This is an optimization exercise on Yosys and OpenROAD, whose aim is small area, not a production implementation. In this exercise RTL edits were held to simulation tests only and were not proved equivalent to the original. Power figures rest on the tool's default switching activity, not on a simulated workload.

==> flow/design.v <==
module rf_aoi222(input a1, a2, b1, b2, c1, c2, output y);
  assign y = ~((a1 & a2) | (b1 & b2) | (c1 & c2));
endmodule
module rf_aoi22(input a1, a2, b1, b2, output y);
  assign y = ~((a1 & a2) | (b1 & b2));
endmodule
module rf_aoi21(input a1, a2, b1, output y);
  assign y = ~((a1 & a2) | b1);
endmodule
module rf_nand2(input a, b, output y);
  assign y = ~(a & b);
endmodule
module rf_nand4(input a, b, c, d, output y);
  assign y = ~(a & b & c & d);
endmodule
module rf_nor2(input a, b, output y);
  assign y = ~(a | b);
endmodule
module rf_and2(input a, b, output y);
  assign y = a & b;
endmodule
module rf_ao21(input a1, a2, b1, output y);
  assign y = (a1 & a2) | b1;
endmodule
module rf_predec2(input [1:0] a, output [3:0] y);
  assign y = 4'b0001 << a;
endmodule
module rf_predec2e(input [1:0] a, input en, output [3:0] y);
  assign y = {3'd0, en} << a;
endmodule
module rf_predec3(input [2:0] a, output [7:0] y);
  assign y = 8'b00000001 << a;
endmodule
module rf_predec3e(input [2:0] a, input en, output [7:0] y);
  assign y = {7'd0, en} << a;
endmodule
module rf_dec5(input [4:0] a, output [31:1] sel);
  wire [3:0] lo;
  wire [7:0] hi;
  rf_predec2 u_lo(.a(a[1:0]), .y(lo));
  rf_predec3 u_hi(.a(a[4:2]), .y(hi));
  genvar i;
  generate
    for (i = 1; i < 32; i = i + 1) begin : g_sel
      rf_and2 u(.a(lo[i % 4]), .b(hi[i / 4]), .y(sel[i]));
    end
  endgenerate
endmodule
module rf_dec5e(input [4:0] a, input en, output [31:1] sel);
  wire [3:0] lo;
  wire [7:0] hi;
  rf_predec2  u_lo(.a(a[1:0]), .y(lo));
  rf_predec3e u_hi(.a(a[4:2]), .en(en), .y(hi));
  genvar i;
  generate
    for (i = 1; i < 32; i = i + 1) begin : g_sel
      rf_and2 u(.a(lo[i % 4]), .b(hi[i / 4]), .y(sel[i]));
    end
  endgenerate
endmodule
module rf_wdec5(input [4:0] a, input en, input rst, output [31:1] wen);
  wire [3:0] lo;
  wire [7:0] hi;
  rf_predec2e u_lo(.a(a[1:0]), .en(en), .y(lo));
  rf_predec3  u_hi(.a(a[4:2]), .y(hi));
  genvar i;
  generate
    for (i = 1; i < 32; i = i + 1) begin : g_wen
      rf_ao21 u(.a1(lo[i % 4]), .a2(hi[i / 4]), .b1(rst), .y(wen[i]));
    end
  endgenerate
endmodule
module rf_groups(input [31:1] sel, input [31:1] d, output [9:0] n);
  genvar g;
  generate
    for (g = 0; g < 10; g = g + 1) begin : g_aoi
      rf_aoi222 u(.a1(sel[3*g+1]), .a2(d[3*g+1]),
                  .b1(sel[3*g+2]), .b2(d[3*g+2]),
                  .c1(sel[3*g+3]), .c2(d[3*g+3]), .y(n[g]));
    end
  endgenerate
endmodule
module rf_or_tree(input [9:0] n, input n10, output y);
  wire x0, x1, a;
  rf_nand4 u0(.a(n[0]), .b(n[1]), .c(n[2]), .d(n[3]), .y(x0));
  rf_nand4 u1(.a(n[4]), .b(n[5]), .c(n[6]), .d(n[7]), .y(x1));
  rf_nor2  u2(.a(x0), .b(x1), .y(a));
  rf_nand4 u3(.a(a), .b(n[8]), .c(n[9]), .d(n10), .y(y));
endmodule
module getOperand(
  output [31:0] operand1,
  output [31:0] operand2,
  input  [31:0] instruction, write_data,
  input         RegDst, clk, reset, extendopt, regwrite, ALUsrc
);
  wire [4:0]  rs   = instruction[25:21];
  wire [4:0]  rt   = instruction[20:16];
  wire [4:0]  wreg = RegDst ? instruction[15:11] : instruction[20:16];
  wire        se   = ALUsrc & extendopt & instruction[15];
  wire [31:0] wdata = reset ? 32'd0 : write_data;
  reg  [31:0] Registers [1:31];
  wire [31:1] selA, selB, wen;
  wire [31:1] col [0:31];
  rf_wdec5 u_wdec(.a(wreg), .en(regwrite), .rst(reset), .wen(wen));
  rf_dec5  u_deca(.a(rs), .sel(selA));
  rf_dec5e u_decb(.a(rt), .en(~ALUsrc), .sel(selB));
  genvar i, b;
  generate
    for (i = 1; i < 32; i = i + 1) begin : g_reg
      always @(posedge clk)
        if (wen[i]) Registers[i] <= wdata;
      for (b = 0; b < 32; b = b + 1) begin : g_col
        assign col[b][i] = Registers[i][b];
      end
    end
    for (b = 0; b < 32; b = b + 1) begin : g_bit
      wire [9:0] na, nb;
      wire       na10, nb10;
      rf_groups u_ga(.sel(selA), .d(col[b]), .n(na));
      rf_groups u_gb(.sel(selB), .d(col[b]), .n(nb));
      rf_nand2  u_la(.a(selA[31]), .b(col[b][31]), .y(na10));
      rf_or_tree u_oa(.n(na), .n10(na10), .y(operand1[b]));
      if (b < 16) begin : g_lo
        rf_aoi22 u_lb(.a1(selB[31]), .a2(col[b][31]), .b1(ALUsrc),
                      .b2(instruction[b]), .y(nb10));
      end else begin : g_hi
        rf_aoi21 u_lb(.a1(selB[31]), .a2(col[b][31]), .b1(se), .y(nb10));
      end
      rf_or_tree u_ob(.n(nb), .n10(nb10), .y(operand2[b]));
    end
  endgenerate
endmodule
Settings: LEC_CHECK=0, CAP_MARGIN=10, CORE_MARGIN=2, CORE_UTILIZATION=70, SLEW_MARGIN=10, SYNTH_HIERARCHICAL=1; clock period 6.0 ns.
standard.sh (not shown) runs the stock make flow with config.mk's settings and CLKGATE_MAP_FILE= SYNTH_SCRIPT=/design/flow/synth_recipe.tcl, a recipe that flattens the netlist after the stock synthesis.
==> flow/flow/run.sh <==
#!/bin/bash
# Standard layout, with the smallest port buffers, high-fanout drivers
# upsized before placement, and a clock tree of clkbuf_8 leaf clusters
# without dummy loads. Global placement keeps none of its own repair
# changes (GPL_KEEP_OVERFLOW=0): the resize step repairs the final placement.
set -euo pipefail
bash standard.sh \
  "BUFFER_PORTS_ARGS=-buffer_cell sky130_fd_sc_hd__buf_1" \
  "PRE_GLOBAL_PLACE_TCL=$(pwd)/flow/upsize.tcl" \
  "CTS_ARGS=-sink_clustering_enable -repair_clock_nets -dont_use_dummy_load -buf_list sky130_fd_sc_hd__clkbuf_8 -sink_clustering_size 16 -sink_clustering_max_diameter 70" \
  GPL_KEEP_OVERFLOW=0 ${TARGET:-finish} > make_finish.log 2>&1
Other scripts of this flow, unchanged in this note and not shown: flow/flow/upsize.tcl
The baseline completed with no timing, DRC or antenna violations.
Next try:
- CAP_MARGIN: 10 -> 20
- CORE_UTILIZATION: 70 -> 60
- SLEW_MARGIN: 10 -> 20
Result: Sequential share of layout area shrinks by 0.42 points. Cell count grows by 3.5%. Worst hold slack gets worse by 11 ps. Routed wire length grows by 4.3%. Die area grows by 16%. Fmax grows by 2.4%. Synthesized area is unchanged. Count of clock-buffer cells in the layout stays the same. Utilization shrinks by 10 points. Power is about the same. Combinational power stays flat.

========
## P
getOperand, a different RTL version from the one above (not shown whole).
Size in the first run: roughly 2,100 cells after synthesis, ~990 flip-flops, about 130 I/O pins.
==> flow/config.mk <==
export PLATFORM = sky130hd
export DESIGN_NAME = getOperand
export DESIGN_NICKNAME = getOperand
export VERILOG_FILES = /design/flow/design.v
export SDC_FILE = /design/flow/constraint.sdc
export NUM_CORES = 4
export LEC_CHECK = 0
export CAP_MARGIN = 20
export CORE_MARGIN = 2
export CORE_UTILIZATION = 50
export SLEW_MARGIN = 20
export SYNTH_HIERARCHICAL = 1
==> flow/constraint.sdc <==
create_clock -name core_clock -period 6.0 [get_ports {clk}]
set_input_delay 1.2000 -clock core_clock [delete_from_list [all_inputs] [get_ports {clk}]]
set_output_delay 1.2000 -clock core_clock [all_outputs]
set_load 0.01 [all_outputs]
==> flow/flow/run.sh <==
#!/bin/bash
# Standard layout, with the smallest port buffers and a clock tree of
# clkbuf_8 leaf clusters without dummy loads.
set -euo pipefail
bash standard.sh \
  "BUFFER_PORTS_ARGS=-buffer_cell sky130_fd_sc_hd__buf_1" \
  "CTS_ARGS=-sink_clustering_enable -repair_clock_nets -dont_use_dummy_load -buf_list sky130_fd_sc_hd__clkbuf_8 -sink_clustering_size 15 -sink_clustering_max_diameter 80" \
  finish > make_finish.log 2>&1
P went all the way through synthesis, placement and routing and the layout is clean on timing, DRC and antenna.
#### Input delta (Q over P)
==> flow/run.sh (new file) <==
#!/bin/bash
# synth_recipe.tcl (not shown) runs the flow's synth.tcl, then flattens the netlist and writes it again
# the make line also repeats each setting of config.mk as NAME=value (left out here)
make -C /OpenROAD-flow-scripts/flow DESIGN_CONFIG=/design/flow/config.mk WORK_HOME=/design/flow/orfs CLKGATE_MAP_FILE= SYNTH_SCRIPT=/design/flow/synth_recipe.tcl finish
removed: flow/flow/run.sh
removed: flow/standard.sh
Results
- Summary of Q over P: growth of design area from synthesis to finish rose 8.4 points, global-route track usage on met3 fell 0.71 points, number of flops mapped to enable cells by yosys about even, worst slew slack as a fraction of its limit fell 1.5 points, maximum fanout encountered on the critical timing path rose 4.
- Relative to P, setup slack at placement has decreased by 0.41 ns in Q.
- On final worst slack: Q sits below P.
- [compare] base=P new=Q: met1 capacity usage during global routing down 0.82 points, clock-cell share of area up 4.5 points, total power up about 24%.

========
Another version of the RTL of getOperand (not shown whole).
Size in the first run: ~2100 cells after synthesis, ~130 I/O pins, ~39000 um^2 of cells after synthesis.
export LEC_CHECK = 0
export CAP_MARGIN = 20
export CORE_MARGIN = 2
export CORE_UTILIZATION = 60
export SLEW_MARGIN = 20
export SYNTH_HIERARCHICAL = 1
create_clock -name core_clock -period 6.0 [get_ports {clk}]
==> flow/flow/run.sh <==
#!/bin/bash
# Standard layout, with the smallest port buffers, high-fanout drivers
# upsized before placement, and a clock tree of clkbuf_8 leaf clusters
# without dummy loads. Global placement keeps none of its own repair
# changes (GPL_KEEP_OVERFLOW=0): the resize step repairs the final placement.
set -euo pipefail
bash standard.sh \
  "BUFFER_PORTS_ARGS=-buffer_cell sky130_fd_sc_hd__buf_1" \
  "PRE_GLOBAL_PLACE_TCL=$(pwd)/flow/upsize.tcl" \
  "CTS_ARGS=-sink_clustering_enable -repair_clock_nets -dont_use_dummy_load -buf_list sky130_fd_sc_hd__clkbuf_8 -sink_clustering_size 15 -sink_clustering_max_diameter 80" \
  GPL_KEEP_OVERFLOW=0 ${TARGET:-finish} > make_finish.log 2>&1
==> flow/flow/upsize.tcl <==
# Before global placement: give the high-fanout nets a driver strong enough
# for their load, so that repair does not buffer them, and return single-load
# gates that synthesis sized up to the smallest size.
set upsize_map {
  sky130_fd_sc_hd__and2_0  sky130_fd_sc_hd__and2_2
  sky130_fd_sc_hd__and2_1  sky130_fd_sc_hd__and2_2
  sky130_fd_sc_hd__a31o_1  sky130_fd_sc_hd__a31o_2
  sky130_fd_sc_hd__a21o_1  sky130_fd_sc_hd__a21o_2
}
# and single-load gates that synthesis sized up, back to the smallest size
set downsize_map {
  sky130_fd_sc_hd__a22oi_2 sky130_fd_sc_hd__a22oi_1
  sky130_fd_sc_hd__nor3_2  sky130_fd_sc_hd__nor3_1
}
set upsized 0
set downsized 0
foreach inst [[ord::get_db_block] getInsts] {
  set master [[$inst getMaster] getName]
  if {![dict exists $upsize_map $master] && ![dict exists $downsize_map $master]} continue
  set fanout 0
  foreach it [$inst getITerms] {
    if {[$it isOutputSignal] && [$it getNet] != "NULL"} {
      set fanout [expr {[llength [[$it getNet] getITerms]] - 1}]
    }
  }
  if {[dict exists $upsize_map $master] && $fanout >= 20} {
    replace_cell [$inst getName] [dict get $upsize_map $master]
    incr upsized
  } elseif {[dict exists $downsize_map $master] && $fanout == 1} {
    replace_cell [$inst getName] [dict get $downsize_map $master]
    incr downsized
  }
}
# The reset gates of the write data (nor2b: Y = !A & B_N) load reset with the
# large A input of a strong nor2b; and2b (X = !A_N & B) computes the same with
# small inputs, so rebuild each high-fanout one as an and2b_2.
set block [ord::get_db_block]
set and2b [[ord::get_db] findMaster sky130_fd_sc_hd__and2b_2]
set swapped 0
foreach inst [$block getInsts] {
  if {[[$inst getMaster] getName] ne "sky130_fd_sc_hd__nor2b_1"} continue
  set na [[$inst findITerm A] getNet]
  set nb [[$inst findITerm B_N] getNet]
  set ny [[$inst findITerm Y] getNet]
  if {$na eq "NULL" || $nb eq "NULL" || $ny eq "NULL"} continue
  if {[llength [$ny getITerms]] - 1 < 20} continue
  set name [$inst getName]
  odb::dbInst_destroy $inst
  set new [odb::dbInst_create $block $and2b $name]
  [$new findITerm A_N] connect $na
  [$new findITerm B] connect $nb
  [$new findITerm X] connect $ny
  incr swapped
}
puts "upsize.tcl: rebuilt $swapped reset gates as and2b_2"
puts "upsize.tcl: upsized $upsized high-fanout drivers, downsized $downsized gates"
The first run passed the timing, DRC and antenna checks.
Next try:
--- a/flow/flow/upsize.tcl
+++ b/flow/flow/upsize.tcl
@@ -6,2 +6,3 @@
   sky130_fd_sc_hd__and2_1  sky130_fd_sc_hd__and2_2
+  sky130_fd_sc_hd__nor2b_1 sky130_fd_sc_hd__nor2b_2
   sky130_fd_sc_hd__a31o_1  sky130_fd_sc_hd__a31o_2
@@ -33,24 +34,2 @@
 }
-# The reset gates of the write data (nor2b: Y = !A & B_N) load reset with the
-# large A input of a strong nor2b; and2b (X = !A_N & B) computes the same with
-# small inputs, so rebuild each high-fanout one as an and2b_2.
-set block [ord::get_db_block]
-set and2b [[ord::get_db] findMaster sky130_fd_sc_hd__and2b_2]
-set swapped 0
-foreach inst [$block getInsts] {
-  if {[[$inst getMaster] getName] ne "sky130_fd_sc_hd__nor2b_1"} continue
-  set na [[$inst findITerm A] getNet]
-  set nb [[$inst findITerm B_N] getNet]
-  set ny [[$inst findITerm Y] getNet]
-  if {$na eq "NULL" || $nb eq "NULL" || $ny eq "NULL"} continue
-  if {[llength [$ny getITerms]] - 1 < 20} continue
-  set name [$inst getName]
-  odb::dbInst_destroy $inst
-  set new [odb::dbInst_create $block $and2b $name]
-  [$new findITerm A_N] connect $na
-  [$new findITerm B] connect $nb
-  [$new findITerm X] connect $ny
-  incr swapped
-}
-puts "upsize.tcl: rebuilt $swapped reset gates as and2b_2"
 puts "upsize.tcl: upsized $upsized high-fanout drivers, downsized $downsized gates"
--- a/flow/config.mk
+++ b/flow/config.mk
@@ -7,6 +7,6 @@
 export LEC_CHECK = 0
-export CAP_MARGIN = 20
+export CAP_MARGIN = 0
 export CORE_MARGIN = 2
 export CORE_UTILIZATION = 60
-export SLEW_MARGIN = 20
+export SLEW_MARGIN = 0
 export SYNTH_HIERARCHICAL = 1
The changed run reached the layout checks and failed them: max-capacitance violations, max-slew violations.
Non-clock buffer count grows by 1.
Worst setup slack gains 57 ps.
Maximum frequency grows slightly.
Total power stays flat.
Sequential share of layout area goes up by 0.14 points.
Die area is unchanged.
Area after synthesis does not change.
Design area hardly moves.
Global-route usage came out higher by 0.18 points.
Hold slack gets worse by 190 ps.
Next try:
--- a/flow/flow/upsize.tcl
+++ b/flow/flow/upsize.tcl
@@ -6,3 +6,2 @@
   sky130_fd_sc_hd__and2_1  sky130_fd_sc_hd__and2_2
-  sky130_fd_sc_hd__nor2b_1 sky130_fd_sc_hd__nor2b_2
   sky130_fd_sc_hd__a31o_1  sky130_fd_sc_hd__a31o_2
@@ -34,2 +33,24 @@
 }
+# The reset gates of the write data (nor2b: Y = !A & B_N) load reset with the
+# large A input of a strong nor2b; and2b (X = !A_N & B) computes the same with
+# small inputs, so rebuild each high-fanout one as an and2b_2.
+set block [ord::get_db_block]
+set and2b [[ord::get_db] findMaster sky130_fd_sc_hd__and2b_2]
+set swapped 0
+foreach inst [$block getInsts] {
+  if {[[$inst getMaster] getName] ne "sky130_fd_sc_hd__nor2b_1"} continue
+  set na [[$inst findITerm A] getNet]
+  set nb [[$inst findITerm B_N] getNet]
+  set ny [[$inst findITerm Y] getNet]
+  if {$na eq "NULL" || $nb eq "NULL" || $ny eq "NULL"} continue
+  if {[llength [$ny getITerms]] - 1 < 20} continue
+  set name [$inst getName]
+  odb::dbInst_destroy $inst
+  set new [odb::dbInst_create $block $and2b $name]
+  [$new findITerm A_N] connect $na
+  [$new findITerm B] connect $nb
+  [$new findITerm X] connect $ny
+  incr swapped
+}
+puts "upsize.tcl: rebuilt $swapped reset gates as and2b_2"
 puts "upsize.tcl: upsized $upsized high-fanout drivers, downsized $downsized gates"
--- a/flow/config.mk
+++ b/flow/config.mk
@@ -7,6 +7,6 @@
 export LEC_CHECK = 0
-export CAP_MARGIN = 0
+export CAP_MARGIN = 20
 export CORE_MARGIN = 2
-export CORE_UTILIZATION = 60
-export SLEW_MARGIN = 0
+export CORE_UTILIZATION = 70
+export SLEW_MARGIN = 20
 export SYNTH_HIERARCHICAL = 1
Outcome: This time the run produced a layout that fails on negative setup slack. Count of clock-buffer cells in the layout stays the same. Synthesized cell count is unchanged. Clock power barely changes. Via count is higher slightly.

re-timing with driven ports:
In the flow no input, the clock included, has a driving cell. The finished layouts below were timed again as built, in two steps.
Step 1 sets driving cells, clkbuf_16 on the clock port and buf_2 on the other inputs (assumed; they add their load-dependent delay and slew).
Step 2, shift: input delay + t, output delay - t, t = (earliest + latest rising clock arrival at the registers) / 2. This alone moves slack from input paths to output paths.
Slacks: ideal ports / drivers / drivers and shift; pairs: ideal ports / drivers.
| run | t (ns) | setup WS [ns] | latest minus earliest clock arrival (ns) | worst slew at a driven data input, ns | pins driven straight from the clock port |
|---|---|---|---|---|---|
| the first run of note 1 | 0.734 | 0.193 / 0.166 / 0.166 | 0.070 / 0.070 | 0.14 | 1 |
| the second run of note 1 | 0.760 | 0.330 / 0.305 / 0.305 | 0.052 / 0.053 | 0.09 | 1 |
| P | 0.754 | 0.531 / 0.509 / 0.509 | 0.063 / 0.064 | 0.25 | 1 |
| Q | 0.721 | 0.064 / 0.036 / 0.036 | 0.034 / 0.034 | 0.15 | 1 |
| the first run of note 3 | 0.759 | 0.166 / 0.137 / 0.137 | 0.068 / 0.068 | 0.11 | 1 |
| the second run of note 3 | 0.757 | 0.222 / 0.195 / 0.195 | 0.062 / 0.062 | 0.10 | 1 |
| the third run of note 3 | 0.740 | -0.070 / -0.093 / -0.093 | 0.087 / 0.087 | 0.11 | 1 |
For the first run of note 3, which loses most, drivers alone change the setup slack by -0.029 ns; drivers and shift together by -0.029 ns.
